Source: an optimization exercise on an open RTL-to-GDS flow (aim: small area, a short achievable clock period and few clock cycles per item). Production flows keep margins and buffers that such runs may drop. The RTL was checked by simulation tests, not by an equivalence proof against the original design. The clock cells of run 4 come from the design's own scripts or RTL, not from TritonCTS. The flow treats the clock pin as an ideal source. Dropping or thinning the clock tree relies on that and would not hold on a real chip. Power and IR drop assume default switching activity.

==> flow/design.v <==
module timing_example #(
    parameter int INPUT_WIDTH   = 32,
    parameter int OUTPUT_WIDTH  = 8,
    parameter int COUNTER_WIDTH = 64,
    parameter int NUM_PIPELINES = 16
) (
    input  logic                                  clk,
    input  logic                                  rst,
    input  logic [               INPUT_WIDTH-1:0] data_in,
    input  logic                                  data_in_valid,
    input  logic [NUM_PIPELINES*OUTPUT_WIDTH-1:0] pipe_in,
    output logic                                  ready,
    output logic [              OUTPUT_WIDTH-1:0] data_out,
    output logic                                  data_out_valid,
    output logic [             COUNTER_WIDTH-1:0] count
);
  assign ready = 1'b1;
  logic [3:0] v_r;
  always_ff @(posedge clk or posedge rst) begin
    if (rst) v_r <= '0;
    else v_r <= {v_r[2:0], data_in_valid};
  end
  assign data_out_valid = v_r[3];
  logic [12:0] seg_all1, seg_cin;
  logic [63:0] count_nxt;
  cnt_seg #(.W(5)) u_cnt0 (.q(count[4:0]), .cin(seg_cin[0]), .d(count_nxt[4:0]), .all1(seg_all1[0]));
  cnt_seg #(.W(5)) u_cnt1 (.q(count[9:5]), .cin(seg_cin[1]), .d(count_nxt[9:5]), .all1(seg_all1[1]));
  cnt_seg #(.W(5)) u_cnt2 (.q(count[14:10]), .cin(seg_cin[2]), .d(count_nxt[14:10]), .all1(seg_all1[2]));
  cnt_seg #(.W(5)) u_cnt3 (.q(count[19:15]), .cin(seg_cin[3]), .d(count_nxt[19:15]), .all1(seg_all1[3]));
  cnt_seg #(.W(5)) u_cnt4 (.q(count[24:20]), .cin(seg_cin[4]), .d(count_nxt[24:20]), .all1(seg_all1[4]));
  cnt_seg #(.W(5)) u_cnt5 (.q(count[29:25]), .cin(seg_cin[5]), .d(count_nxt[29:25]), .all1(seg_all1[5]));
  cnt_seg #(.W(5)) u_cnt6 (.q(count[34:30]), .cin(seg_cin[6]), .d(count_nxt[34:30]), .all1(seg_all1[6]));
  cnt_seg #(.W(5)) u_cnt7 (.q(count[39:35]), .cin(seg_cin[7]), .d(count_nxt[39:35]), .all1(seg_all1[7]));
  cnt_seg #(.W(5)) u_cnt8 (.q(count[44:40]), .cin(seg_cin[8]), .d(count_nxt[44:40]), .all1(seg_all1[8]));
  cnt_seg #(.W(5)) u_cnt9 (.q(count[49:45]), .cin(seg_cin[9]), .d(count_nxt[49:45]), .all1(seg_all1[9]));
  cnt_seg #(.W(5)) u_cnt10 (.q(count[54:50]), .cin(seg_cin[10]), .d(count_nxt[54:50]), .all1(seg_all1[10]));
  cnt_seg #(.W(5)) u_cnt11 (.q(count[59:55]), .cin(seg_cin[11]), .d(count_nxt[59:55]), .all1(seg_all1[11]));
  cnt_seg #(.W(4)) u_cnt12 (.q(count[63:60]), .cin(seg_cin[12]), .d(count_nxt[63:60]), .all1(seg_all1[12]));
  logic pf_1_1;
  and2_cell u_pf0 (.a(v_r[0]), .b(seg_all1[0]), .y(pf_1_1));
  logic pf_1_3;
  and2_cell u_pf1 (.a(seg_all1[1]), .b(seg_all1[2]), .y(pf_1_3));
  logic pf_1_5;
  and2_cell u_pf2 (.a(seg_all1[3]), .b(seg_all1[4]), .y(pf_1_5));
  logic pf_1_7;
  and2_cell u_pf3 (.a(seg_all1[5]), .b(seg_all1[6]), .y(pf_1_7));
  logic pf_1_9;
  and2_cell u_pf4 (.a(seg_all1[7]), .b(seg_all1[8]), .y(pf_1_9));
  logic pf_1_11;
  and2_cell u_pf5 (.a(seg_all1[9]), .b(seg_all1[10]), .y(pf_1_11));
  logic pf_2_2;
  and2_cell u_pf6 (.a(pf_1_1), .b(seg_all1[1]), .y(pf_2_2));
  logic pf_2_3;
  and2_cell u_pf7 (.a(pf_1_1), .b(pf_1_3), .y(pf_2_3));
  logic pf_2_6;
  and2_cell u_pf8 (.a(pf_1_5), .b(seg_all1[5]), .y(pf_2_6));
  logic pf_2_7;
  and2_cell u_pf9 (.a(pf_1_5), .b(pf_1_7), .y(pf_2_7));
  logic pf_2_10;
  and2_cell u_pf10 (.a(pf_1_9), .b(seg_all1[9]), .y(pf_2_10));
  logic pf_2_11;
  and2_cell u_pf11 (.a(pf_1_9), .b(pf_1_11), .y(pf_2_11));
  logic pf_4_4;
  and2_cell u_pf12 (.a(pf_2_3), .b(seg_all1[3]), .y(pf_4_4));
  logic pf_4_5;
  and2_cell u_pf13 (.a(pf_2_3), .b(pf_1_5), .y(pf_4_5));
  logic pf_4_6;
  and2_cell u_pf14 (.a(pf_2_3), .b(pf_2_6), .y(pf_4_6));
  logic pf_4_7;
  and2_cell u_pf15 (.a(pf_2_3), .b(pf_2_7), .y(pf_4_7));
  logic pf_4_12;
  and2_cell u_pf16 (.a(pf_2_11), .b(seg_all1[11]), .y(pf_4_12));
  logic pf_8_8;
  and2_cell u_pf17 (.a(pf_4_7), .b(seg_all1[7]), .y(pf_8_8));
  logic pf_8_9;
  and2_cell u_pf18 (.a(pf_4_7), .b(pf_1_9), .y(pf_8_9));
  logic pf_8_10;
  and2_cell u_pf19 (.a(pf_4_7), .b(pf_2_10), .y(pf_8_10));
  logic pf_8_11;
  and2_cell u_pf20 (.a(pf_4_7), .b(pf_2_11), .y(pf_8_11));
  logic pf_8_12;
  and2_cell u_pf21 (.a(pf_4_7), .b(pf_4_12), .y(pf_8_12));
  assign seg_cin[0] = v_r[0];
  assign seg_cin[1] = pf_1_1;
  assign seg_cin[2] = pf_2_2;
  assign seg_cin[3] = pf_2_3;
  assign seg_cin[4] = pf_4_4;
  assign seg_cin[5] = pf_4_5;
  assign seg_cin[6] = pf_4_6;
  assign seg_cin[7] = pf_4_7;
  assign seg_cin[8] = pf_8_8;
  assign seg_cin[9] = pf_8_9;
  assign seg_cin[10] = pf_8_10;
  assign seg_cin[11] = pf_8_11;
  assign seg_cin[12] = pf_8_12;
  always_ff @(posedge clk or posedge rst) begin
    if (rst) count <= '0;
    else count <= count_nxt;
  end
  logic pas_0;
  logic pac_1;
  logic pas_2;
  logic pac_3;
  logic pas_4;
  logic pac_5;
  logic pas_6;
  logic pac_7;
  logic pas_8;
  logic pac_9;
  logic pas_10;
  logic pac_11;
  logic pas_12;
  logic pac_13;
  logic pas_14;
  logic pac_15;
  logic pas_16;
  logic pac_17;
  logic pas_18;
  logic pac_19;
  logic pas_20;
  logic pac_21;
  logic pas_22;
  logic pac_23;
  logic pas_24;
  logic pac_25;
  logic pas_26;
  logic pac_27;
  logic pas_28;
  logic pac_29;
  logic pas_30;
  logic pac_31;
  logic pas_32;
  logic pac_33;
  logic [14:0] x_r;
  logic pbs_34;
  logic pbc_35;
  logic pbs_36;
  logic pbc_37;
  logic pbs_38;
  logic pbc_39;
  logic pbs_40;
  logic pbc_41;
  logic pbs_42;
  logic pbc_43;
  logic pbs_44;
  logic pbc_45;
  logic pbs_46;
  logic pbc_47;
  logic [7:0] x2_r;
  logic pqs_48;
  logic pqc_49;
  logic pqs_50;
  logic pqc_51;
  logic [5:0] pc;
  logic [5:0] e;
  logic [2:0] b_one_r, b_two_r, b_neg_r;
  logic e5_r;
  logic sas_52;
  logic sac_53;
  logic sas_54;
  logic sac_55;
  logic sas_56;
  logic sac_57;
  logic sas_58;
  logic sac_59;
  logic sas_60;
  logic sac_61;
  logic sas_62;
  logic sac_63;
  logic sas_64;
  logic sac_65;
  logic sas_66;
  logic sac_67;
  logic sas_68;
  logic sac_69;
  logic sas_70;
  logic sac_71;
  logic sas_72;
  logic sac_73;
  logic sas_74;
  logic sac_75;
  logic sas_76;
  logic sac_77;
  logic sas_78;
  logic sac_79;
  logic sas_80;
  logic sac_81;
  logic sas_82;
  logic sac_83;
  logic sas_84;
  logic sac_85;
  logic sas_86;
  logic sac_87;
  logic sas_88;
  logic sac_89;
  logic sas_90;
  logic sac_91;
  logic sas_92;
  logic sac_93;
  logic sas_94;
  logic sac_95;
  logic sas_96;
  logic sac_97;
  logic sas_98;
  logic sac_99;
  logic sas_100;
  logic sac_101;
  logic sas_102;
  logic sac_103;
  logic sas_104;
  logic sac_105;
  logic sas_106;
  logic sac_107;
  logic sas_108;
  logic sac_109;
  logic sas_110;
  logic sac_111;
  logic sas_112;
  logic sac_113;
  logic sas_114;
  logic sac_115;
  logic sas_116;
  logic sac_117;
  logic sas_118;
  logic sac_119;
  logic sas_120;
  logic sac_121;
  logic sas_122;
  logic sac_123;
  logic sas_124;
  logic sac_125;
  logic sas_126;
  logic sac_127;
  logic sas_128;
  logic sac_129;
  logic sas_130;
  logic sac_131;
  logic sas_132;
  logic sac_133;
  logic sas_134;
  logic sac_135;
  logic sas_136;
  logic sac_137;
  logic sas_138;
  logic sac_139;
  logic sas_140;
  logic sac_141;
  logic sas_142;
  logic sac_143;
  logic sas_144;
  logic sac_145;
  logic sas_146;
  logic sas_147;
  logic sas_148;
  logic sas_149;
  logic sas_150;
  logic sas_151;
  logic sas_152;
  logic sas_153;
  logic sas_154;
  logic sas_155;
  logic sas_156;
  logic sas_157;
  logic sas_158;
  logic sas_159;
  logic sas_160;
  logic sas_161;
  logic sas_162;
  logic sas_163;
  logic sas_164;
  logic sas_165;
  logic [44:0] s1_r;
  logic sbs_166;
  logic sbc_167;
  logic sbs_168;
  logic sbc_169;
  logic sbs_170;
  logic sbc_171;
  logic sbs_172;
  logic sbc_173;
  logic sbs_174;
  logic sbc_175;
  logic sbs_176;
  logic sbc_177;
  logic sbs_178;
  logic sbc_179;
  logic sbs_180;
  logic sbc_181;
  logic sbs_182;
  logic sbc_183;
  logic sbs_184;
  logic sbc_185;
  logic sbs_186;
  logic sbs_187;
  logic sbc_188;
  logic sbs_189;
  logic sbc_190;
  logic sbs_191;
  logic sbc_192;
  logic sbs_193;
  logic sbc_194;
  logic sbs_195;
  logic sbc_196;
  logic sbs_197;
  logic sbc_198;
  logic sbs_199;
  logic sbc_200;
  logic sbs_201;
  logic sbc_202;
  logic sbs_203;
  logic sbc_204;
  logic sbs_205;
  logic sbs_206;
  logic sbc_207;
  logic sbs_208;
  logic sbc_209;
  logic sbs_210;
  logic sbc_211;
  logic sbs_212;
  logic sbc_213;
  logic sbs_214;
  logic sbs_215;
  logic sbc_216;
  logic sbs_217;
  logic sbc_218;
  logic sbs_219;
  logic sbc_220;
  logic sbs_221;
  logic [10:0] s2_r;
  logic [6:0] s_sum;
  logic [6:0] s_r;
  logic pp_222;
  logic pp_223;
  logic pp_224;
  logic pp_225;
  logic pp_226;
  logic pp_227;
  logic pp_228;
  logic pp_229;
  logic pp_230;
  logic pp_231;
  logic pp_232;
  logic pp_233;
  logic pp_234;
  logic pp_235;
  logic pp_236;
  logic pp_237;
  logic ms_238;
  logic mc_239;
  logic ms_240;
  logic mc_241;
  logic ms_242;
  logic ms_243;
  logic mc_244;
  logic ms_245;
  logic mc_246;
  logic ms_247;
  logic mc_248;
  logic ms_249;
  logic mc_250;
  logic ms_251;
  logic [6:0] y;
  logic [6:0] y_r;
  fa_cell u_pa0 (.a(data_in[0]), .b(data_in[1]), .c(data_in[2]), .s(pas_0), .co(pac_1));
  fa_cell u_pa1 (.a(data_in[3]), .b(data_in[4]), .c(data_in[5]), .s(pas_2), .co(pac_3));
  fa_cell u_pa2 (.a(data_in[6]), .b(data_in[7]), .c(data_in[8]), .s(pas_4), .co(pac_5));
  fa_cell u_pa3 (.a(data_in[9]), .b(data_in[10]), .c(data_in[11]), .s(pas_6), .co(pac_7));
  fa_cell u_pa4 (.a(data_in[12]), .b(data_in[13]), .c(data_in[14]), .s(pas_8), .co(pac_9));
  fa_cell u_pa5 (.a(data_in[15]), .b(data_in[16]), .c(data_in[17]), .s(pas_10), .co(pac_11));
  fa_cell u_pa6 (.a(data_in[18]), .b(data_in[19]), .c(data_in[20]), .s(pas_12), .co(pac_13));
  fa_cell u_pa7 (.a(data_in[21]), .b(data_in[22]), .c(data_in[23]), .s(pas_14), .co(pac_15));
  fa_cell u_pa8 (.a(data_in[24]), .b(data_in[25]), .c(data_in[26]), .s(pas_16), .co(pac_17));
  fa_cell u_pa9 (.a(data_in[27]), .b(data_in[28]), .c(data_in[29]), .s(pas_18), .co(pac_19));
  fa_cell u_pa10 (.a(data_in[30]), .b(data_in[31]), .c(pas_0), .s(pas_20), .co(pac_21));
  fa_cell u_pa11 (.a(pas_2), .b(pas_4), .c(pas_6), .s(pas_22), .co(pac_23));
  fa_cell u_pa12 (.a(pas_8), .b(pas_10), .c(pas_12), .s(pas_24), .co(pac_25));
  fa_cell u_pa13 (.a(pas_14), .b(pas_16), .c(pas_18), .s(pas_26), .co(pac_27));
  fa_cell u_pa14 (.a(pac_1), .b(pac_3), .c(pac_5), .s(pas_28), .co(pac_29));
  fa_cell u_pa15 (.a(pac_7), .b(pac_9), .c(pac_11), .s(pas_30), .co(pac_31));
  fa_cell u_pa16 (.a(pac_13), .b(pac_15), .c(pac_17), .s(pas_32), .co(pac_33));
  always_ff @(posedge clk) x_r[0] <= pas_20;
  always_ff @(posedge clk) x_r[1] <= pas_22;
  always_ff @(posedge clk) x_r[2] <= pas_24;
  always_ff @(posedge clk) x_r[3] <= pas_26;
  always_ff @(posedge clk) x_r[4] <= pac_19;
  always_ff @(posedge clk) x_r[5] <= pac_21;
  always_ff @(posedge clk) x_r[6] <= pac_23;
  always_ff @(posedge clk) x_r[7] <= pac_25;
  always_ff @(posedge clk) x_r[8] <= pac_27;
  always_ff @(posedge clk) x_r[9] <= pas_28;
  always_ff @(posedge clk) x_r[10] <= pas_30;
  always_ff @(posedge clk) x_r[11] <= pas_32;
  always_ff @(posedge clk) x_r[12] <= pac_29;
  always_ff @(posedge clk) x_r[13] <= pac_31;
  always_ff @(posedge clk) x_r[14] <= pac_33;
  fa_cell u_pb17 (.a(x_r[0]), .b(x_r[1]), .c(x_r[2]), .s(pbs_34), .co(pbc_35));
  fa_cell u_pb18 (.a(x_r[4]), .b(x_r[5]), .c(x_r[6]), .s(pbs_36), .co(pbc_37));
  fa_cell u_pb19 (.a(x_r[7]), .b(x_r[8]), .c(x_r[9]), .s(pbs_38), .co(pbc_39));
  fa_cell u_pb20 (.a(x_r[12]), .b(x_r[13]), .c(x_r[14]), .s(pbs_40), .co(pbc_41));
  fa_cell u_pb21 (.a(pbc_35), .b(pbs_36), .c(pbs_38), .s(pbs_42), .co(pbc_43));
  fa_cell u_pb22 (.a(pbc_37), .b(pbc_39), .c(pbs_40), .s(pbs_44), .co(pbc_45));
  fa_cell u_pb23 (.a(pbs_42), .b(x_r[10]), .c(x_r[11]), .s(pbs_46), .co(pbc_47));
  always_ff @(posedge clk) x2_r[0] <= pbs_34;
  always_ff @(posedge clk) x2_r[1] <= x_r[3];
  always_ff @(posedge clk) x2_r[2] <= pbs_46;
  always_ff @(posedge clk) x2_r[3] <= pbc_47;
  always_ff @(posedge clk) x2_r[4] <= pbc_43;
  always_ff @(posedge clk) x2_r[5] <= pbs_44;
  always_ff @(posedge clk) x2_r[6] <= pbc_45;
  always_ff @(posedge clk) x2_r[7] <= pbc_41;
  assign pqs_48 = x2_r[3] ^ x2_r[4];
  assign pqc_49 = x2_r[3] & x2_r[4];
  assign pqs_50 = x2_r[6] ^ x2_r[7];
  assign pqc_51 = x2_r[6] & x2_r[7];
  assign pc = {1'b0, pqc_51, pqs_50, x2_r[5], x2_r[2], x2_r[0]} + {1'b0, 1'b0, pqc_49, pqs_48, 1'b0, x2_r[1]};
  assign e = {pc[5] ^ ~pc[4], ~pc[4], pc[3:0]};
  always_ff @(posedge clk) e5_r <= e[5];
  always_ff @(posedge clk) begin
    for (int k = 0; k < 3; k++) begin
      logic lo, mid, hi;
      lo  = (k == 0) ? 1'b0 : e[2*k-1];
      mid = e[2*k];
      hi  = e[2*k+1];
      b_one_r[k] <= mid ^ lo;
      b_two_r[k] <= (hi & ~mid & ~lo) | (~hi & mid & lo);
      b_neg_r[k] <= hi & ~(mid & lo);
    end
  end
  fa_cell u_sa24 (.a(pipe_in[0]), .b(pipe_in[8]), .c(pipe_in[16]), .s(sas_52), .co(sac_53));
  fa_cell u_sa25 (.a(pipe_in[24]), .b(pipe_in[32]), .c(pipe_in[40]), .s(sas_54), .co(sac_55));
  fa_cell u_sa26 (.a(pipe_in[48]), .b(pipe_in[56]), .c(pipe_in[64]), .s(sas_56), .co(sac_57));
  fa_cell u_sa27 (.a(pipe_in[72]), .b(pipe_in[80]), .c(pipe_in[88]), .s(sas_58), .co(sac_59));
  fa_cell u_sa28 (.a(pipe_in[96]), .b(pipe_in[104]), .c(pipe_in[112]), .s(sas_60), .co(sac_61));
  fa_cell u_sa29 (.a(pipe_in[120]), .b(sas_52), .c(sas_54), .s(sas_62), .co(sac_63));
  fa_cell u_sa30 (.a(sas_56), .b(sas_58), .c(sas_60), .s(sas_64), .co(sac_65));
  fa_cell u_sa31 (.a(pipe_in[1]), .b(pipe_in[9]), .c(pipe_in[17]), .s(sas_66), .co(sac_67));
  fa_cell u_sa32 (.a(pipe_in[25]), .b(pipe_in[33]), .c(pipe_in[41]), .s(sas_68), .co(sac_69));
  fa_cell u_sa33 (.a(pipe_in[49]), .b(pipe_in[57]), .c(pipe_in[65]), .s(sas_70), .co(sac_71));
  fa_cell u_sa34 (.a(pipe_in[73]), .b(pipe_in[81]), .c(pipe_in[89]), .s(sas_72), .co(sac_73));
  fa_cell u_sa35 (.a(pipe_in[97]), .b(pipe_in[105]), .c(pipe_in[113]), .s(sas_74), .co(sac_75));
  fa_cell u_sa36 (.a(pipe_in[121]), .b(sac_53), .c(sac_55), .s(sas_76), .co(sac_77));
  fa_cell u_sa37 (.a(sac_57), .b(sac_59), .c(sac_61), .s(sas_78), .co(sac_79));
  fa_cell u_sa38 (.a(sas_66), .b(sas_68), .c(sas_70), .s(sas_80), .co(sac_81));
  fa_cell u_sa39 (.a(pipe_in[2]), .b(pipe_in[10]), .c(pipe_in[18]), .s(sas_82), .co(sac_83));
  fa_cell u_sa40 (.a(pipe_in[26]), .b(pipe_in[34]), .c(pipe_in[42]), .s(sas_84), .co(sac_85));
  fa_cell u_sa41 (.a(pipe_in[50]), .b(pipe_in[58]), .c(pipe_in[66]), .s(sas_86), .co(sac_87));
  fa_cell u_sa42 (.a(pipe_in[74]), .b(pipe_in[82]), .c(pipe_in[90]), .s(sas_88), .co(sac_89));
  fa_cell u_sa43 (.a(pipe_in[98]), .b(pipe_in[106]), .c(pipe_in[114]), .s(sas_90), .co(sac_91));
  fa_cell u_sa44 (.a(pipe_in[122]), .b(sac_67), .c(sac_69), .s(sas_92), .co(sac_93));
  fa_cell u_sa45 (.a(sac_71), .b(sac_73), .c(sac_75), .s(sas_94), .co(sac_95));
  fa_cell u_sa46 (.a(sas_82), .b(sas_84), .c(sas_86), .s(sas_96), .co(sac_97));
  fa_cell u_sa47 (.a(pipe_in[3]), .b(pipe_in[11]), .c(pipe_in[19]), .s(sas_98), .co(sac_99));
  fa_cell u_sa48 (.a(pipe_in[27]), .b(pipe_in[35]), .c(pipe_in[43]), .s(sas_100), .co(sac_101));
  fa_cell u_sa49 (.a(pipe_in[51]), .b(pipe_in[59]), .c(pipe_in[67]), .s(sas_102), .co(sac_103));
  fa_cell u_sa50 (.a(pipe_in[75]), .b(pipe_in[83]), .c(pipe_in[91]), .s(sas_104), .co(sac_105));
  fa_cell u_sa51 (.a(pipe_in[99]), .b(pipe_in[107]), .c(pipe_in[115]), .s(sas_106), .co(sac_107));
  fa_cell u_sa52 (.a(pipe_in[123]), .b(sac_83), .c(sac_85), .s(sas_108), .co(sac_109));
  fa_cell u_sa53 (.a(sac_87), .b(sac_89), .c(sac_91), .s(sas_110), .co(sac_111));
  fa_cell u_sa54 (.a(sas_98), .b(sas_100), .c(sas_102), .s(sas_112), .co(sac_113));
  fa_cell u_sa55 (.a(pipe_in[4]), .b(pipe_in[12]), .c(pipe_in[20]), .s(sas_114), .co(sac_115));
  fa_cell u_sa56 (.a(pipe_in[28]), .b(pipe_in[36]), .c(pipe_in[44]), .s(sas_116), .co(sac_117));
  fa_cell u_sa57 (.a(pipe_in[52]), .b(pipe_in[60]), .c(pipe_in[68]), .s(sas_118), .co(sac_119));
  fa_cell u_sa58 (.a(pipe_in[76]), .b(pipe_in[84]), .c(pipe_in[92]), .s(sas_120), .co(sac_121));
  fa_cell u_sa59 (.a(pipe_in[100]), .b(pipe_in[108]), .c(pipe_in[116]), .s(sas_122), .co(sac_123));
  fa_cell u_sa60 (.a(pipe_in[124]), .b(sac_99), .c(sac_101), .s(sas_124), .co(sac_125));
  fa_cell u_sa61 (.a(sac_103), .b(sac_105), .c(sac_107), .s(sas_126), .co(sac_127));
  fa_cell u_sa62 (.a(sas_114), .b(sas_116), .c(sas_118), .s(sas_128), .co(sac_129));
  fa_cell u_sa63 (.a(pipe_in[5]), .b(pipe_in[13]), .c(pipe_in[21]), .s(sas_130), .co(sac_131));
  fa_cell u_sa64 (.a(pipe_in[29]), .b(pipe_in[37]), .c(pipe_in[45]), .s(sas_132), .co(sac_133));
  fa_cell u_sa65 (.a(pipe_in[53]), .b(pipe_in[61]), .c(pipe_in[69]), .s(sas_134), .co(sac_135));
  fa_cell u_sa66 (.a(pipe_in[77]), .b(pipe_in[85]), .c(pipe_in[93]), .s(sas_136), .co(sac_137));
  fa_cell u_sa67 (.a(pipe_in[101]), .b(pipe_in[109]), .c(pipe_in[117]), .s(sas_138), .co(sac_139));
  fa_cell u_sa68 (.a(pipe_in[125]), .b(sac_115), .c(sac_117), .s(sas_140), .co(sac_141));
  fa_cell u_sa69 (.a(sac_119), .b(sac_121), .c(sac_123), .s(sas_142), .co(sac_143));
  fa_cell u_sa70 (.a(sas_130), .b(sas_132), .c(sas_134), .s(sas_144), .co(sac_145));
  xor_cell u_sax0 (.a(pipe_in[6]), .b(pipe_in[14]), .y(sas_146));
  xor_cell u_sax1 (.a(pipe_in[22]), .b(pipe_in[30]), .y(sas_147));
  xor_cell u_sax2 (.a(pipe_in[38]), .b(pipe_in[46]), .y(sas_148));
  xor_cell u_sax3 (.a(pipe_in[54]), .b(pipe_in[62]), .y(sas_149));
  xor_cell u_sax4 (.a(pipe_in[70]), .b(pipe_in[78]), .y(sas_150));
  xor_cell u_sax5 (.a(pipe_in[86]), .b(pipe_in[94]), .y(sas_151));
  xor_cell u_sax6 (.a(pipe_in[102]), .b(pipe_in[110]), .y(sas_152));
  xor_cell u_sax7 (.a(pipe_in[118]), .b(pipe_in[126]), .y(sas_153));
  xor_cell u_sax8 (.a(sas_146), .b(sas_147), .y(sas_154));
  xor_cell u_sax9 (.a(sas_148), .b(sas_149), .y(sas_155));
  xor_cell u_sax10 (.a(sas_150), .b(sas_151), .y(sas_156));
  xor_cell u_sax11 (.a(sas_152), .b(sas_153), .y(sas_157));
  xor_cell u_sax12 (.a(sas_154), .b(sas_155), .y(sas_158));
  xor_cell u_sax13 (.a(sas_156), .b(sas_157), .y(sas_159));
  xor_cell u_sax14 (.a(sac_131), .b(sac_133), .y(sas_160));
  xor_cell u_sax15 (.a(sac_135), .b(sac_137), .y(sas_161));
  xor_cell u_sax16 (.a(sac_139), .b(sas_158), .y(sas_162));
  xor_cell u_sax17 (.a(sas_159), .b(sas_160), .y(sas_163));
  xor_cell u_sax18 (.a(sas_161), .b(sac_141), .y(sas_164));
  xor_cell u_sax19 (.a(sas_162), .b(sas_163), .y(sas_165));
  always_ff @(posedge clk) s1_r[0] <= sas_62;
  always_ff @(posedge clk) s1_r[1] <= sas_64;
  always_ff @(posedge clk) s1_r[2] <= sas_72;
  always_ff @(posedge clk) s1_r[3] <= sas_74;
  always_ff @(posedge clk) s1_r[4] <= sas_76;
  always_ff @(posedge clk) s1_r[5] <= sac_63;
  always_ff @(posedge clk) s1_r[6] <= sac_65;
  always_ff @(posedge clk) s1_r[7] <= sas_78;
  always_ff @(posedge clk) s1_r[8] <= sas_80;
  always_ff @(posedge clk) s1_r[9] <= sas_88;
  always_ff @(posedge clk) s1_r[10] <= sas_90;
  always_ff @(posedge clk) s1_r[11] <= sac_77;
  always_ff @(posedge clk) s1_r[12] <= sac_79;
  always_ff @(posedge clk) s1_r[13] <= sas_92;
  always_ff @(posedge clk) s1_r[14] <= sac_81;
  always_ff @(posedge clk) s1_r[15] <= sas_94;
  always_ff @(posedge clk) s1_r[16] <= sas_96;
  always_ff @(posedge clk) s1_r[17] <= sas_104;
  always_ff @(posedge clk) s1_r[18] <= sas_106;
  always_ff @(posedge clk) s1_r[19] <= sac_93;
  always_ff @(posedge clk) s1_r[20] <= sac_95;
  always_ff @(posedge clk) s1_r[21] <= sas_108;
  always_ff @(posedge clk) s1_r[22] <= sac_97;
  always_ff @(posedge clk) s1_r[23] <= sas_110;
  always_ff @(posedge clk) s1_r[24] <= sas_112;
  always_ff @(posedge clk) s1_r[25] <= sas_120;
  always_ff @(posedge clk) s1_r[26] <= sas_122;
  always_ff @(posedge clk) s1_r[27] <= sac_109;
  always_ff @(posedge clk) s1_r[28] <= sac_111;
  always_ff @(posedge clk) s1_r[29] <= sas_124;
  always_ff @(posedge clk) s1_r[30] <= sac_113;
  always_ff @(posedge clk) s1_r[31] <= sas_126;
  always_ff @(posedge clk) s1_r[32] <= sas_128;
  always_ff @(posedge clk) s1_r[33] <= sas_136;
  always_ff @(posedge clk) s1_r[34] <= sas_138;
  always_ff @(posedge clk) s1_r[35] <= sac_125;
  always_ff @(posedge clk) s1_r[36] <= sac_127;
  always_ff @(posedge clk) s1_r[37] <= sas_140;
  always_ff @(posedge clk) s1_r[38] <= sac_129;
  always_ff @(posedge clk) s1_r[39] <= sas_142;
  always_ff @(posedge clk) s1_r[40] <= sas_144;
  always_ff @(posedge clk) s1_r[41] <= sac_143;
  always_ff @(posedge clk) s1_r[42] <= sac_145;
  always_ff @(posedge clk) s1_r[43] <= sas_164;
  always_ff @(posedge clk) s1_r[44] <= sas_165;
  fa_cell u_sb71 (.a(s1_r[2]), .b(s1_r[3]), .c(s1_r[4]), .s(sbs_166), .co(sbc_167));
  fa_cell u_sb72 (.a(s1_r[5]), .b(s1_r[6]), .c(s1_r[7]), .s(sbs_168), .co(sbc_169));
  fa_cell u_sb73 (.a(s1_r[9]), .b(s1_r[10]), .c(s1_r[11]), .s(sbs_170), .co(sbc_171));
  fa_cell u_sb74 (.a(s1_r[12]), .b(s1_r[13]), .c(s1_r[14]), .s(sbs_172), .co(sbc_173));
  fa_cell u_sb75 (.a(s1_r[17]), .b(s1_r[18]), .c(s1_r[19]), .s(sbs_174), .co(sbc_175));
  fa_cell u_sb76 (.a(s1_r[20]), .b(s1_r[21]), .c(s1_r[22]), .s(sbs_176), .co(sbc_177));
  fa_cell u_sb77 (.a(s1_r[25]), .b(s1_r[26]), .c(s1_r[27]), .s(sbs_178), .co(sbc_179));
  fa_cell u_sb78 (.a(s1_r[28]), .b(s1_r[29]), .c(s1_r[30]), .s(sbs_180), .co(sbc_181));
  fa_cell u_sb79 (.a(s1_r[33]), .b(s1_r[34]), .c(s1_r[35]), .s(sbs_182), .co(sbc_183));
  fa_cell u_sb80 (.a(s1_r[36]), .b(s1_r[37]), .c(s1_r[38]), .s(sbs_184), .co(sbc_185));
  assign sbs_186 = s1_r[41] ^ s1_r[42] ^ s1_r[43];
  fa_cell u_sb81 (.a(sbs_166), .b(sbs_168), .c(s1_r[8]), .s(sbs_187), .co(sbc_188));
  fa_cell u_sb82 (.a(sbc_167), .b(sbc_169), .c(sbs_170), .s(sbs_189), .co(sbc_190));
  fa_cell u_sb83 (.a(sbs_172), .b(s1_r[15]), .c(s1_r[16]), .s(sbs_191), .co(sbc_192));
  fa_cell u_sb84 (.a(sbc_171), .b(sbc_173), .c(sbs_174), .s(sbs_193), .co(sbc_194));
  fa_cell u_sb85 (.a(sbs_176), .b(s1_r[23]), .c(s1_r[24]), .s(sbs_195), .co(sbc_196));
  fa_cell u_sb86 (.a(sbc_175), .b(sbc_177), .c(sbs_178), .s(sbs_197), .co(sbc_198));
  fa_cell u_sb87 (.a(sbs_180), .b(s1_r[31]), .c(s1_r[32]), .s(sbs_199), .co(sbc_200));
  fa_cell u_sb88 (.a(sbc_179), .b(sbc_181), .c(sbs_182), .s(sbs_201), .co(sbc_202));
  fa_cell u_sb89 (.a(sbs_184), .b(s1_r[39]), .c(s1_r[40]), .s(sbs_203), .co(sbc_204));
  assign sbs_205 = sbc_183 ^ sbc_185 ^ sbs_186;
  fa_cell u_sb90 (.a(sbc_188), .b(sbs_189), .c(sbs_191), .s(sbs_206), .co(sbc_207));
  fa_cell u_sb91 (.a(sbc_190), .b(sbc_192), .c(sbs_193), .s(sbs_208), .co(sbc_209));
  fa_cell u_sb92 (.a(sbc_194), .b(sbc_196), .c(sbs_197), .s(sbs_210), .co(sbc_211));
  fa_cell u_sb93 (.a(sbc_198), .b(sbc_200), .c(sbs_201), .s(sbs_212), .co(sbc_213));
  assign sbs_214 = sbc_202 ^ sbc_204 ^ sbs_205;
  fa_cell u_sb94 (.a(sbc_207), .b(sbs_208), .c(sbs_195), .s(sbs_215), .co(sbc_216));
  fa_cell u_sb95 (.a(sbc_209), .b(sbs_210), .c(sbs_199), .s(sbs_217), .co(sbc_218));
  fa_cell u_sb96 (.a(sbc_211), .b(sbs_212), .c(sbs_203), .s(sbs_219), .co(sbc_220));
  assign sbs_221 = sbc_213 ^ sbs_214 ^ s1_r[44];
  always_ff @(posedge clk) s2_r[0] <= s1_r[0];
  always_ff @(posedge clk) s2_r[1] <= s1_r[1];
  always_ff @(posedge clk) s2_r[2] <= sbs_187;
  always_ff @(posedge clk) s2_r[3] <= sbs_206;
  always_ff @(posedge clk) s2_r[4] <= sbs_215;
  always_ff @(posedge clk) s2_r[5] <= sbc_216;
  always_ff @(posedge clk) s2_r[6] <= sbs_217;
  always_ff @(posedge clk) s2_r[7] <= sbc_218;
  always_ff @(posedge clk) s2_r[8] <= sbs_219;
  always_ff @(posedge clk) s2_r[9] <= sbc_220;
  always_ff @(posedge clk) s2_r[10] <= sbs_221;
  assign s_sum = {s2_r[9], s2_r[7], s2_r[5], s2_r[4], s2_r[3], s2_r[2], s2_r[0]} + {s2_r[10], s2_r[8], s2_r[6], 1'b0, 1'b0, 1'b0, s2_r[1]};
  always_ff @(posedge clk) s_r <= s_sum;
  assign pp_222 = ((b_one_r[0] & s_r[0]) | (b_two_r[0] & 1'b0)) ^ b_neg_r[0];
  assign pp_223 = ((b_one_r[0] & s_r[1]) | (b_two_r[0] & s_r[0])) ^ b_neg_r[0];
  assign pp_224 = ((b_one_r[0] & s_r[2]) | (b_two_r[0] & s_r[1])) ^ b_neg_r[0];
  assign pp_225 = ((b_one_r[0] & s_r[3]) | (b_two_r[0] & s_r[2])) ^ b_neg_r[0];
  assign pp_226 = ((b_one_r[0] & s_r[4]) | (b_two_r[0] & s_r[3])) ^ b_neg_r[0];
  assign pp_227 = ((b_one_r[0] & s_r[5]) | (b_two_r[0] & s_r[4])) ^ b_neg_r[0];
  assign pp_228 = ((b_one_r[0] & s_r[6]) | (b_two_r[0] & s_r[5])) ^ b_neg_r[0];
  assign pp_229 = ((b_one_r[1] & s_r[0]) | (b_two_r[1] & 1'b0)) ^ b_neg_r[1];
  assign pp_230 = ((b_one_r[1] & s_r[1]) | (b_two_r[1] & s_r[0])) ^ b_neg_r[1];
  assign pp_231 = ((b_one_r[1] & s_r[2]) | (b_two_r[1] & s_r[1])) ^ b_neg_r[1];
  assign pp_232 = ((b_one_r[1] & s_r[3]) | (b_two_r[1] & s_r[2])) ^ b_neg_r[1];
  assign pp_233 = ((b_one_r[1] & s_r[4]) | (b_two_r[1] & s_r[3])) ^ b_neg_r[1];
  assign pp_234 = ((b_one_r[2] & s_r[0]) | (b_two_r[2] & 1'b0)) ^ b_neg_r[2];
  assign pp_235 = ((b_one_r[2] & s_r[1]) | (b_two_r[2] & s_r[0])) ^ b_neg_r[2];
  assign pp_236 = ((b_one_r[2] & s_r[2]) | (b_two_r[2] & s_r[1])) ^ b_neg_r[2];
  assign pp_237 = e5_r & s_r[0];
  assign ms_238 = pp_226 ^ pp_231;
  assign mc_239 = pp_226 & pp_231;
  assign ms_240 = pp_227 ^ pp_232;
  assign mc_241 = pp_227 & pp_232;
  assign ms_242 = pp_228 ^ pp_233 ^ pp_236;
  assign ms_243 = pp_224 ^ pp_229;
  assign mc_244 = pp_224 & pp_229;
  assign ms_245 = pp_225 ^ pp_230;
  assign mc_246 = pp_225 & pp_230;
  fa_cell u_m97 (.a(pp_234), .b(b_neg_r[2]), .c(ms_238), .s(ms_247), .co(mc_248));
  fa_cell u_m98 (.a(pp_235), .b(ms_240), .c(mc_239), .s(ms_249), .co(mc_250));
  assign ms_251 = pp_237 ^ ms_242 ^ mc_241;
  assign y = {ms_251, ms_249, ms_247, ms_245, b_neg_r[1], pp_223, pp_222} + {mc_250, mc_248, mc_246, mc_244, ms_243, 1'b0, b_neg_r[0]};
  always_ff @(posedge clk) y_r <= y;
  assign data_out = {y_r, 1'b0};
endmodule
module fa_cell (
    input  logic a,
    input  logic b,
    input  logic c,
    output logic s,
    output logic co
);
  assign s  = a ^ b ^ c;
  assign co = (a & b) | (a & c) | (b & c);
endmodule
module xor_cell (
    input  logic a,
    input  logic b,
    output logic y
);
  assign y = a ^ b;
endmodule
module and2_cell (
    input  logic a,
    input  logic b,
    output logic y
);
  assign y = a & b;
endmodule
module cnt_seg #(
    parameter int W = 8
) (
    input  logic [W-1:0] q,
    input  logic         cin,
    output logic [W-1:0] d,
    output logic         all1
);
  logic [W:0] c;
  always_comb begin
    c[0] = cin;
    for (int i = 0; i < W; i++) begin
      d[i]   = q[i] ^ c[i];
      c[i+1] = q[i] & c[i];
    end
  end
  assign all1 = &q;
endmodule
==> flow/flow/run.sh <==
#!/bin/bash
# Standard synthesis, then the standard layout with these changes: input ports
# are buffered with buf_1 and output ports with a buf_4, and clock tree
# synthesis adds no dummy loads.
set -euo pipefail
bash standard.sh synth > synth.log 2>&1
export BUFFER_PORTS_ARGS="-buffer_cell sky130_fd_sc_hd__buf_1"
export OUT_BUF=buf_4
export PRE_RESIZE_TCL=$PWD/flow/outbuf.tcl
export CTS_ARGS="-sink_clustering_enable -repair_clock_nets -dont_use_dummy_load -buf_list {sky130_fd_sc_hd__clkbuf_4 sky130_fd_sc_hd__clkbuf_8}"
bash standard.sh > layout.log 2>&1
==> flow/flow/outbuf.tcl <==
# Give the buffers that drive output ports a stronger cell than the buf_1
# used for the input ports.
set n 0
foreach port [get_ports -filter "direction == output"] {
  foreach pin [get_pins -of_objects [get_nets -of_objects $port] -filter "direction == output"] {
    set inst [get_cells -of_objects $pin]
    if {[get_property [get_lib_cells -of_objects $inst] name] eq "sky130_fd_sc_hd__buf_1"} {
      replace_cell $inst sky130_fd_sc_hd__$::env(OUT_BUF)
      incr n
    }
  }
}
puts "outbuf.tcl: $n output buffers set to $::env(OUT_BUF)"
==> flow/standard.sh <==
#!/bin/bash
# synth_recipe.tcl (not shown) runs the flow's synth.tcl, then flattens the netlist and writes it again
# the make line also repeats each setting of config.mk as NAME=value (left out here)
make -C /OpenROAD-flow-scripts/flow DESIGN_CONFIG=/design/flow/config.mk WORK_HOME=/design/flow/orfs CLKGATE_MAP_FILE= SYNTH_SCRIPT=/design/flow/synth_recipe.tcl "${@:-finish}"
==> flow/config.mk <==
export PLATFORM = sky130hd
export DESIGN_NAME = timing_example
export DESIGN_NICKNAME = timing_example
export VERILOG_FILES = /design/flow/design.v
export SDC_FILE = /design/flow/constraint.sdc
export NUM_CORES = 4
export LEC_CHECK = 0
export CAP_MARGIN = 20
export CORE_MARGIN = 2
export CORE_UTILIZATION = 40
export SLEW_MARGIN = 20
export SYNTH_HIERARCHICAL = 1
export SYNTH_MINIMUM_KEEP_SIZE = 0
==> flow/constraint.sdc <==
create_clock -name core_clock -period 8.0 [get_ports {clk}]
set_input_delay 1.6000 -clock core_clock [delete_from_list [all_inputs] [get_ports {clk}]]
set_output_delay 1.6000 -clock core_clock [all_outputs]
set_load 0.01 [all_outputs]
==> summary.md, run 1 <==
| Metric | Value |
|---|---|
| Synth Instances | 531 |
| Rows | 51 |
| Width of the die | 145 µm |
| Count of boundary I/O pins | 237 |
| Effective utilization at floorplan | 40.8% |
| Post-Synthesis Net Count | 868 |
| Die H | 145 µm |
| Error message | [ERROR STA-0100] unsupported object type Port. |
| Per-instance average area after synthesis | 15.0 µm² |
| Count of buffers from port buffering | 218 |
| Outcome | stopped before the end |
| Synthesized cell area | 7970 µm² |
| Final weighted congestion in routability-driven placement | 0.850 |
| Last stage reached | 3_4_place_resized |
| Number of synthesis warnings | 9 |
## metrics by stage
stage             cells  hold WS [ps]  cell area [µm²]  setup slack, ps
floorplan           531           310             7970             4690
global placement   1011           316             9090             5120
## power by group through the flow
stage          combinational (µW)  clock (µW)  sequential (µW)
2_1_floorplan                1300           0             1240
3_3_place_gp                 1600           0             1260
## how the worst max path moves through the flow
| stage | from | endpoint | slack [ps] | cells after the start |
|---|---|---|---|---|
| floorplan | rst | count[0] | 4690 | 1 |
| global placement | pipe_in[4] | s1_r[43] | 5120 | 4 |
Testbench counts, summed over its fixed seeds: cycles 1,632, items 1,600.
==> inputs of run 2 (changes only) <==
==> flow/flow/outbuf.tcl (replaced) <==
# Give the buffers that buffer_ports put on the output ports (named outputN)
# a stronger cell than the buf_1 used for the input ports.
set n 0
foreach inst [get_cells output*] {
  if {[get_property [get_lib_cells -of_objects $inst] name] eq "sky130_fd_sc_hd__buf_1"} {
    replace_cell $inst sky130_fd_sc_hd__$::env(OUT_BUF)
    incr n
  }
}
puts "outbuf.tcl: $n output buffers set to $::env(OUT_BUF)"
==> summary.md, run 2 <==
| Metric | Value |
|---|---|
| Outcome | finished clean (was stopped before the end) |
| Vias in the first global route | 5,400 |
| Number of synthesis warnings | 9 (unchanged) |
| Number of antenna violations at the first check in global routing | 1 |
| Detailed-routing iteration count for the pre-antenna-repair pass | 4 |
| Final weighted congestion in routability-driven placement | 0.850 (unchanged) |
| Final wirelength | 14,900 µm |
| Number of buffers on the longest clock path | 2 |
| Area of the placeable core | 19,500 µm² |
| Class of the most critical hold timing path | reg2reg |
| Highest-count cells in the layout ignoring fill and taps | 146 x buf_1, 103 x dfxtp_1, 99 x fa_1 |
| Setup clock skew after layout | 31.3 ps |
| Largest net degree at the start of global routing | 69 |
| Final period demand of the worst path | 2640 ps |
| Count of nets left with antenna violations after detail routing | 0 |
| Worst-path clk slew | 100 ps |
| Worst path top cell family by delay | flip-flops |
| Pins over their slew limit | 0 |
| Worst-Margin Slew | 834 ps |
| Critical Path Sink Type | output port |
| VDD IR max | 0.220 mV |
| Slowest CP cell | dfrtp_1 |
| Delay of the slowest critical-path stage | 430 ps |
| CTS root buf | clkbuf_8 |
| Cell-by-cell listing of the critical path | buf_4 |
| Post-Synthesis Net Count | 868 (unchanged) |
| Worst setup SP type | flip-flop |
| M1 GR Usage | 16.9% |
| Area of the die | 21,100 µm² |
| Normalized max-slew margin | 44.4% |
| H-tree depth | 4 |
| Hold Slack | 328 ps |
| Count of buffers from port buffering | 218 (unchanged) |
| Effective utilization at floorplan | 40.8% (unchanged) |
| Number of nets in the layout | 1,102 |
| Overall overflow remaining after global route | 0 |
| Gr usage total | 15.2% |
| RSZ-0062 raised after global routing | no |
| Crit path setup slack, layout | 5360 ps |
| Post-placement worst setup slack | 5100 ps |
| Most common cell after layout, fill and taps aside | buf_1 |
| Standby leakage power | 0.00450 µW |
| Clk Latency, worst-skew pair | 450 ps |
| Top Registers | count (64), s1_r (45), x_r (15) |
| Final period utilization | 33.0% |
| Fraction of final layout cells with drive strength greater than 1 | 12.5% |
| Synth Instances | 531 (unchanged) |
| Synthesized cell area | 7970 µm² (unchanged) |
| Synthesis-to-finish area growth | 20.5% |
| Crit Path Class | reg2out |
| DRC errors left | 0 |
| Filler-free cell count of the finished design | 1,029 |
| Die H | 145 µm (unchanged) |
| Achievable clock frequency | 378 MHz |
| CTS Buf Count | 17 |
| Number of hold buffers added after cts | 0 |
| Detailed-route wire length per cell | 14.5 µm |
| Count of boundary I/O pins | 237 (unchanged) |
| Rows | 51 (unchanged) |
| Half-perimeter wire length of the detailed placement result | 12,800 µm |
| Placed Instances | 1,011 |
| Per-instance average area after synthesis | 15.0 µm² (unchanged) |
| Sum of buffers and inverters on the critical path | 1 |
| Post-cts gate resize count | 0 |
| Count of endpoints failing setup in the final report | 0 |
| Total Power | 3320 µW |
| Data arrival time at the worst-slack endpoint | 1040 ps |
| Highest-utilization routing layer at the global route stage | met2 |
| P per Cell Area | 346 nW/µm² |
| Post-CTS setup buffers | 0 |
| Global-route track usage on met3 | 4.50% |
| Crit path max fanout | 3 |
| # fillers | 1,767 |
| Register bank with the most flops | count |
| Reported max-cap violation count | 0 |
| Number of DRC markers after the initial detailed-route iteration | 119 |
| Routing usage on met2 | 27.3% |
| Vias/cell | 4.48 |
| First-pass GRT wire length | 25,300 µm |
| Number of flip-flops in the largest register | 64 |
| TritonCTS clock tree | yes |
| Width of the die | 145 µm (unchanged) |
| Worst endpoint required time | 6400 ps |
| Vias | 4,607 |
| Hold Fails Final Rpt | 0 |
| Setup_tns | 0 ps |
| Clock net sink count | 171 |
==> run 2: path summary, 6_finish.rpt <==
| check | start | to | slack (ps) | cells after the start |
|---|---|---|---|---|
| max | count[9] | count[9] | 5360 | 1 |
| min | v_r[2] | v_r[3] | 330 | 0 |
| max reg2reg | b_two_r[0] | y_r[5] | 5560 | 9 |
| min reg2reg | v_r[2] | v_r[3] | 330 | 0 |
| max in group asynchronous | rst | count[27] | 6060 | 3 |
| min in group asynchronous | rst | count[18] | 1390 | 3 |
==> run 2: where the power goes <==
group,switching (µW),internal [µW],total (µW)
Clock,253,188,441
Sequential,142,1110,1250
Combinational,771,861,1630
==> run 2: routing by layer <==
layer,share of wire [%],vias to the layer above
met5,0,-
met4,2.9,0
met3,5.6,28
met2,53,160
met1,39,2227
li1,-,2192
==> run 2: stage by stage <==
step | util, % | area (µm²)
global route | 49.2 | 9600
detailed placement | 48.0 | 9370
global placement | 46.6 | 9090
finish | 49.2 | 9600
CTS | 49.2 | 9600
floorplan | - | 7970
==> run 2: layout make-up <==
| cell class | instances | area, µm² | area share (%) |
|---|---|---|---|
| Antenna cell | 1 | 2.50 | 0.0261 |
| Clock buffer | 17 | 234 | 2.44 |
| Inverter | 4 | 15.0 | 0.156 |
| Multi-Input combinational cell | 352 | 4160 | 43.3 |
| Sequential cell | 171 | 3760 | 39.2 |
| Tap cell | 265 | 332 | 3.45 |
| Timing Repair Buffer | 219 | 1100 | 11.4 |
==> inputs of run 3 (changes only) <==
--- a/flow/flow/run.sh
+++ b/flow/flow/run.sh
@@ -2,3 +2,3 @@
 # Standard synthesis, then the standard layout with these changes: input ports
-# are buffered with buf_1 and output ports with a buf_4, and clock tree
+# are buffered with buf_1 and output ports with a buf_2, and clock tree
 # synthesis adds no dummy loads.
@@ -7,3 +7,3 @@
 export BUFFER_PORTS_ARGS="-buffer_cell sky130_fd_sc_hd__buf_1"
-export OUT_BUF=buf_4
+export OUT_BUF=buf_2
 export PRE_RESIZE_TCL=$PWD/flow/outbuf.tcl
==> summary.md, run 3 <==
| Metric | Value |
|---|---|
| Crit path max fanout | 3 (unchanged) |
| Outcome | finished clean (unchanged) |
| Final period utilization | 32.8% (was 33.0%) |
| Number of flip-flops in the largest register | 64 (unchanged) |
| Per-instance average area after synthesis | 15.0 µm² (unchanged) |
| Effective utilization at floorplan | 40.8% (unchanged) |
| VDD IR max | 0.211 mV (was 0.220 mV) |
| Area of all placed cells without fillers | 9420 µm² (was 9600 µm²) |
| Hold Fails Final Rpt | 0 (unchanged) |
| Final wirelength | 14,700 µm (was 14,900 µm) |
| Crit Path Class | reg2out (unchanged) |
| Sum of buffers and inverters on the critical path | 1 (unchanged) |
| Post-Synthesis Net Count | 868 (unchanged) |
| Area of the die | 21,100 µm² (unchanged) |
| Gr usage total | 14.9% (was 15.2%) |
| Worst-path clk slew | 100 ps (about the same) |
| H-tree depth | 4 (unchanged) |
| Number of buffers on the longest clock path | 2 (unchanged) |
| Vias in the first global route | 5,278 (was 5,400) |
| Cell-by-cell listing of the critical path | buf_2 (was buf_4) |
| Post-cts gate resize count | 0 (unchanged) |
| Half-perimeter wire length of the detailed placement result | 12,600 µm (was 12,800 µm) |
| First-pass GRT wire length | 24,800 µm (was 25,300 µm) |
| Setup_tns | 0 ps (unchanged) |
| Normalized max-slew margin | 44.1% (was 44.4%) |
| Clock net sink count | 171 (unchanged) |
| Post-CTS setup buffers | 0 (unchanged) |
| Final weighted congestion in routability-driven placement | 0.850 (unchanged) |
| Highest-count cells in the layout ignoring fill and taps | 146 x buf_1, 103 x dfxtp_1, 99 x fa_1 (unchanged) |
| RSZ-0062 raised after global routing | no (unchanged) |
| TritonCTS clock tree | yes (unchanged) |
| Pins over their slew limit | 0 (unchanged) |
| Fraction of final layout cells with drive strength greater than 1 | 12.5% (unchanged) |
| Synthesis-to-finish area growth | 18.3% (was 20.5%) |
| Count of nets left with antenna violations after detail routing | 0 (unchanged) |
| Detailed-routing iteration count for the pre-antenna-repair pass | 4 (unchanged) |
| # fillers | 1,805 (was 1,767) |
| Setup clock skew after layout | 30.0 ps (was 31.3 ps) |
| Die H | 145 µm (unchanged) |
| CTS root buf | clkbuf_8 (unchanged) |
| Most common cell after layout, fill and taps aside | buf_1 (unchanged) |
| Largest net degree at the start of global routing | 69 (unchanged) |
| Synthesized cell area | 7970 µm² (unchanged) |
| Clk Latency, worst-skew pair | 450 ps (about the same) |
| Register bank with the most flops | count (unchanged) |
| Number of antenna violations at the first check in global routing | 1 (unchanged) |
| Number of hold buffers added after cts | 0 (unchanged) |
| Reported max-cap violation count | 0 (unchanged) |
| Util after Layout | 48.3% (was 49.2%) |
| Area of the placeable core | 19,500 µm² (unchanged) |
| Detailed-route wire length per cell | 14.3 µm (was 14.5 µm) |
| Number of synthesis warnings | 9 (unchanged) |
| Number of DRC markers after the initial detailed-route iteration | 101 (was 119) |
| Width of the die | 145 µm (unchanged) |
| Worst endpoint required time | 6400 ps (about the same) |
| Count of endpoints failing setup in the final report | 0 (unchanged) |
| Top Registers | count (64), s1_r (45), x_r (15) (unchanged) |
| Slowest CP cell | dfrtp_1 (unchanged) |
| Standby leakage power | 0.00450 µW (about the same) |
| Count of buffers from port buffering | 218 (unchanged) |
| Synth Instances | 531 (unchanged) |
| Final period demand of the worst path | 2620 ps (was 2640 ps) |
| Delay of the slowest critical-path stage | 420 ps (was 430 ps) |
| Vias/cell | 4.42 (was 4.48) |
| Data arrival time at the worst-slack endpoint | 1020 ps (was 1040 ps) |
| DRC errors left | 0 (unchanged) |
| Vias | 4,553 (was 4,607) |
| Area after DPL | 9190 µm² (was 9370 µm²) |
| Number of nets in the layout | 1,102 (unchanged) |
| Worst setup SP type | flip-flop (unchanged) |
| Worst path top cell family by delay | flip-flops (unchanged) |
| Overall overflow remaining after global route | 0 (unchanged) |
| CTS Buf Count | 17 (unchanged) |
| Achievable clock frequency | 381 MHz (was 378 MHz) |
| Critical Path Sink Type | output port (unchanged) |
| Rows | 51 (unchanged) |
| Count of boundary I/O pins | 237 (unchanged) |
| Class of the most critical hold timing path | reg2reg (unchanged) |
| P per Cell Area | 349 nW/µm² (was 346 nW/µm²) |
| Worst-Margin Slew | 839 ps (was 834 ps) |
run 3: routing by layer:
layer  global-route usage, %  wire length [µm]  vias to the layer above
met5                       0                 0                        -
met4                    5.10               263                        0
met3                    4.53               837                       16
met2                    27.3              7920                      141
met1                    16.3              5720                     2206
li1                        -                 -                     2190
run 3: path summary, 6_finish.rpt:
path,endpoint,cells after the start,startpoint,slack [ps]
worst min-delay path,x2_r[1],0,x_r[3],340
worst min register to register,x2_r[1],0,x_r[3],340
max in group asynchronous,count[29],3,rst,6060
min in group asynchronous,count[38],3,rst,1390
worst max-delay path,count[8],1,count[8],5380
worst max register to register,y_r[5],9,b_two_r[0],5570
run 3: final cells by class:
type,instances,area [µm²],area share [%]
multi-input combinational,352,4160,44.1
inverter,4,15.0,0.159
timing repair buffer,219,916,9.72
antenna,1,2.50,0.0266
clock buffer,17,234,2.48
sequential,171,3760,39.9
tap,265,332,3.52
run 3: power breakdown:
| group | switching (µW) | internal (µW) | total [µW] |
|---|---|---|---|
| clock network | 254 | 188 | 442 |
| registers | 138 | 1110 | 1250 |
| logic | 763 | 840 | 1600 |
run 3: stage by stage:
stage	total power [µW]	setup slack [ps]	hold slack [ps]	std cells
floorplan	2540	4690	310	531
global placement	2860	5120	316	1011
detailed placement	2910	5110	319	1011
CTS	3370	5330	341	1028
global route	3640	5290	349	1028
finish	3290	5380	337	1029
==> inputs of run 4 (changes only) <==
==> flow/flow/run.sh (replaced) <==
#!/bin/bash
# Standard synthesis, then the standard layout with these changes: ports are
# buffered with buf_1, and after clock tree synthesis its tree is replaced by a
# balanced two-level tree of clkbuf_16 cells (flow/clktree.tcl).
set -euo pipefail
bash standard.sh synth > synth.log 2>&1
export BUFFER_PORTS_ARGS="-buffer_cell sky130_fd_sc_hd__buf_1"
export CTS_ARGS="-sink_clustering_enable -repair_clock_nets -dont_use_dummy_load -buf_list {sky130_fd_sc_hd__clkbuf_4 sky130_fd_sc_hd__clkbuf_8}"
export CLK_LEAVES=8
export CLK_LEAF_CELL=clkbuf_16
export POST_CTS_TCL=$PWD/flow/clktree.tcl
bash standard.sh > layout.log 2>&1
==> flow/flow/clktree.tcl (new file) <==
# Replace the clock tree that clock_tree_synthesis built with a two-level one:
# the clock port drives one root clkbuf_16, which drives CLK_LEAVES leaf buffers,
# each feeding the flip-flops of one region (split at the median x, then at the
# median y within each half). Every flip-flop sees the same two buffers.
set nleaf [expr {[info exists ::env(CLK_LEAVES)] ? $::env(CLK_LEAVES) : 4}]
set block [ord::get_db_block]
set db [ord::get_db]
set master [$db findMaster sky130_fd_sc_hd__clkbuf_16]
set lmaster [$db findMaster sky130_fd_sc_hd__[expr {[info exists ::env(CLK_LEAF_CELL)] ? $::env(CLK_LEAF_CELL) : "clkbuf_16"}]]
set clk [$block findNet clk]

set flops {}
foreach inst [$block getInsts] {
  if {[[$inst getMaster] isSequential]} {
    set it [$inst findITerm CLK]
    lassign [$inst getLocation] x y
    lappend flops [list $inst $it $x $y]
  }
}
# the old tree: every buffer on the clock network
set old_insts {}
set old_nets {}
foreach net [$block getNets] {
  if {[$net getSigType] eq "CLOCK" && [$net getName] ne "clk"} { lappend old_nets $net }
}
foreach inst [$block getInsts] {
  set n [$inst getName]
  if {[string match clkbuf_* $n] || [string match clkload* $n]} { lappend old_insts $inst }
}
foreach f $flops { [lindex $f 1] disconnect }
foreach inst $old_insts { odb::dbInst_destroy $inst }
foreach net $old_nets { if {[$net getName] ne "clk"} { odb::dbNet_destroy $net } }

proc split_groups {items idx} {
  set s [lsort -integer -index $idx $items]
  set h [expr {[llength $s] / 2}]
  return [list [lrange $s 0 [expr {$h - 1}]] [lrange $s $h end]]
}
set groups [list $flops]
set axis 2
while {[llength $groups] < $nleaf} {
  set ng {}
  foreach g $groups { lappend ng {*}[split_groups $g $axis] }
  set groups $ng
  set axis [expr {$axis == 2 ? 3 : 2}]
}

proc centroid {items} {
  set sx 0; set sy 0
  foreach f $items { set sx [expr {$sx + [lindex $f 2]}]; set sy [expr {$sy + [lindex $f 3]}] }
  set n [llength $items]
  return [list [expr {int($sx / $n)}] [expr {int($sy / $n)}]]
}
lassign [centroid $flops] rx ry
set root [odb::dbInst_create $block $master clkroot]
$root setLocation $rx $ry
$root setPlacementStatus PLACED
[$root findITerm A] connect $clk
set rnet [odb::dbNet_create $block clknet_root]
$rnet setSigType CLOCK
[$root findITerm X] connect $rnet
set k 0
foreach g $groups {
  lassign [centroid $g] cx cy
  set leaf [odb::dbInst_create $block $lmaster clkleaf_$k]
  $leaf setLocation $cx $cy
  $leaf setPlacementStatus PLACED
  [$leaf findITerm A] connect $rnet
  set lnet [odb::dbNet_create $block clknet_leaf_$k]
  $lnet setSigType CLOCK
  [$leaf findITerm X] connect $lnet
  foreach f $g { [lindex $f 1] connect $lnet }
  incr k
}
puts "clktree.tcl: [llength $flops] flip-flops on $k leaves; removed [llength $old_insts] buffers"
detailed_placement
check_placement -verbose
estimate_parasitics -placement
report_clock_skew
report_checks -path_delay min -format end
removed: flow/flow/outbuf.tcl
==> summary.md, run 4 <==
| Metric | Value |
|---|---|
| Number of DRC markers after the initial detailed-route iteration | 81 (was 101) |
| Clock net sink count | 171 (unchanged) |
| Standby leakage power | 0.00419 µW (was 0.00450 µW) |
| First-pass GRT wire length | 24,900 µm (was 24,800 µm) |
| Data arrival time at the worst-slack endpoint | 960 ps (was 1020 ps) |
| Final period demand of the worst path | 2560 ps (was 2620 ps) |
| Top Registers | count (64), s1_r (45), x_r (15) (unchanged) |
| Sum of buffers and inverters on the critical path | 1 (unchanged) |
| Register cell area after layout | 3760 µm² (unchanged) |
| Synth Instances | 531 (unchanged) |
| Achievable clock frequency | 390 MHz (was 381 MHz) |
| Reported max-cap violation count | 0 (unchanged) |
| Pins over their slew limit | 0 (unchanged) |
| Setup clock skew after layout | 10.7 ps (was 30.0 ps) |
| Number of antenna violations at the first check in global routing | 1 (unchanged) |
| Area of the placeable core | 19,500 µm² (unchanged) |
| Class of the most critical hold timing path | reg2reg (unchanged) |
| Per-instance average area after synthesis | 15.0 µm² (unchanged) |
| VDD IR max | 0.220 mV (was 0.211 mV) |
| Number of synthesis warnings | 9 (unchanged) |
| P per Cell Area | 354 nW/µm² (was 349 nW/µm²) |
| Area of the multi-input gates | 4160 µm² (unchanged) |
| Number of flip-flops in the largest register | 64 (unchanged) |
| Util after Layout | 47.7% (was 48.3%) |
| Half-perimeter wire length of the detailed placement result | 12,600 µm (about the same) |
| Crit Path Class | reg2out (unchanged) |
| Post-Synthesis Net Count | 868 (unchanged) |
| Count of endpoints failing setup in the final report | 0 (unchanged) |
| Die H | 145 µm (unchanged) |
| Detailed-route wire length per cell | 14.4 µm (was 14.3 µm) |
| Total Power | 3300 µW (was 3290 µW) |
| Gr usage total | 14.3% (was 14.9%) |
| Count of boundary I/O pins | 237 (unchanged) |
| Slowest CP cell | dfrtp_1 (unchanged) |
| Final period utilization | 32.0% (was 32.8%) |
| Outcome | finished clean (unchanged) |
| Vias in the first global route | 5,269 (was 5,278) |
| Normalized max-slew margin | 43.2% (was 44.1%) |
| Worst path top cell family by delay | flip-flops (unchanged) |
| DRC errors left | 0 (unchanged) |
| Detailed-routing iteration count for the pre-antenna-repair pass | 4 (unchanged) |
| Worst-Margin Slew | 852 ps (was 839 ps) |
| Area after DPL | 9090 µm² (was 9190 µm²) |
| Synthesis-to-finish area growth | 17.0% (was 18.3%) |
| Crit path max fanout | 3 (unchanged) |
| Area of all placed cells without fillers | 9320 µm² (was 9420 µm²) |
| RSZ-0062 raised after global routing | no (unchanged) |
| Rows | 51 (unchanged) |
| Synthesized cell area | 7970 µm² (unchanged) |
| Worst setup SP type | flip-flop (unchanged) |
| Area of the die | 21,100 µm² (unchanged) |
| Setup_tns | 0 ps (unchanged) |
| Overall overflow remaining after global route | 0 (unchanged) |
| Number of nets in the layout | 1,094 (was 1,102) |
| Worst-path clk slew | 80 ps (was 100 ps) |
| Final wirelength | 14,700 µm (about the same) |
| Count of buffers from port buffering | 218 (unchanged) |
| Vias | 4,564 (was 4,553) |
| Count of nets left with antenna violations after detail routing | 0 (unchanged) |
| Vias/cell | 4.47 (was 4.42) |
| Hold Fails Final Rpt | 0 (unchanged) |
| Highest-count cells in the layout ignoring fill and taps | 218 x buf_1, 103 x dfxtp_1, 99 x fa_1 (was 146 x buf_1, 103 x dfxtp_1, 99 x fa_1) |
| Fraction of final layout cells with drive strength greater than 1 | 1.99% (was 12.5%) |
| Effective utilization at floorplan | 40.8% (unchanged) |
| Width of the die | 145 µm (unchanged) |
| Critical Path Sink Type | output port (unchanged) |
| Final weighted congestion in routability-driven placement | 0.850 (unchanged) |
| Most common cell after layout, fill and taps aside | buf_1 (unchanged) |
| Largest net degree at the start of global routing | 69 (unchanged) |
| Worst endpoint required time | 6400 ps (about the same) |
| Clk Latency, worst-skew pair | 370 ps (was 450 ps) |
| Register bank with the most flops | count (unchanged) |
| Cell-by-cell listing of the critical path | buf_1 (was buf_2) |
| # fillers | 1,833 (was 1,805) |
| Delay of the slowest critical-path stage | 400 ps (was 420 ps) |
-- run 4: cell types whose count changed in the layout (fill, tap and decap cells not counted), sizes merged --
cell	before	now
clkbuf	17	9
-- run 4: layout make-up --
class,instances,area share [%]
well taps,265,3.56
diodes,1,0.0268
multi-input cells,352,44.6
plain buffers,9,2.42
inverters,4,0.161
flip-flops and latches,171,40.4
repair buffers,219,8.86
-- run 4: final timing paths --
path | start | to | slack (ps) | depth (start not counted)
worst max-delay path | count[29] | count[29] | 5440 | 1
worst min-delay path | x_r[3] | x2_r[1] | 340 | 0
worst max register to register | b_two_r[0] | y_r[5] | 5580 | 9
worst min register to register | x_r[3] | x2_r[1] | 340 | 0
max in group asynchronous | rst | count[1] | 5980 | 3
min in group asynchronous | rst | count[38] | 1460 | 3
-- run 4: report_power, final --
part / internal [µW] / switching, µW / leakage (µW) / total, µW
Clock: 202 / 250 / 0.000111 / 452
Combinational: 832 / 766 / 0.00228 / 1600
Sequential: 1110 / 142 / 0.00180 / 1250
Total: 2140 / 1160 / 0.00419 / 3300
-- run 4: layer usage --
layer	part of all wire, %	global-route usage [%]
met5	0	0
met2	54	27.8
met1	38	16.0
met3	5.7	2.89
met4	1.8	3.38
-- run 4: through the flow --
step / hold WS, ps / setup slack [ps] / instances
finish: 336 / 5440 / 1021
global route: 347 / 5370 / 1020
global placement: 316 / 5120 / 1011
detailed placement: 319 / 5110 / 1011
floorplan: 310 / 4690 / 531

## static timing again, ports no longer ideal
Ports are ideal in the flow. The routed layouts listed here were re-timed in OpenROAD.
Step 1, drivers: a clkbuf_16 drives clk and a buf_2 each remaining input, both assumed.
Step 2 moves the port delays by t, midway between the first and last clock arrival at a register: inputs arrive t later, outputs are due t later. That takes back most of the time a late clock gives input paths.
Three values: ideal, step 1, step 2; two values: the first two.
run | t, ns | setup WS [ns] | worst data-port slew with drivers (ns)
run 2 | 0.471 | 5.357 / 5.316 / 5.096 | 0.06
run 3 | 0.470 | 5.376 / 5.334 / 5.115 | 0.06
run 4 | 0.411 | 5.439 / 5.393 / 5.121 | 0.07
After both steps setup and hold are still met in every run listed. The setup slack of run 4, which loses most, moves by -0.046 ns with the drivers and by -0.318 ns with both steps.
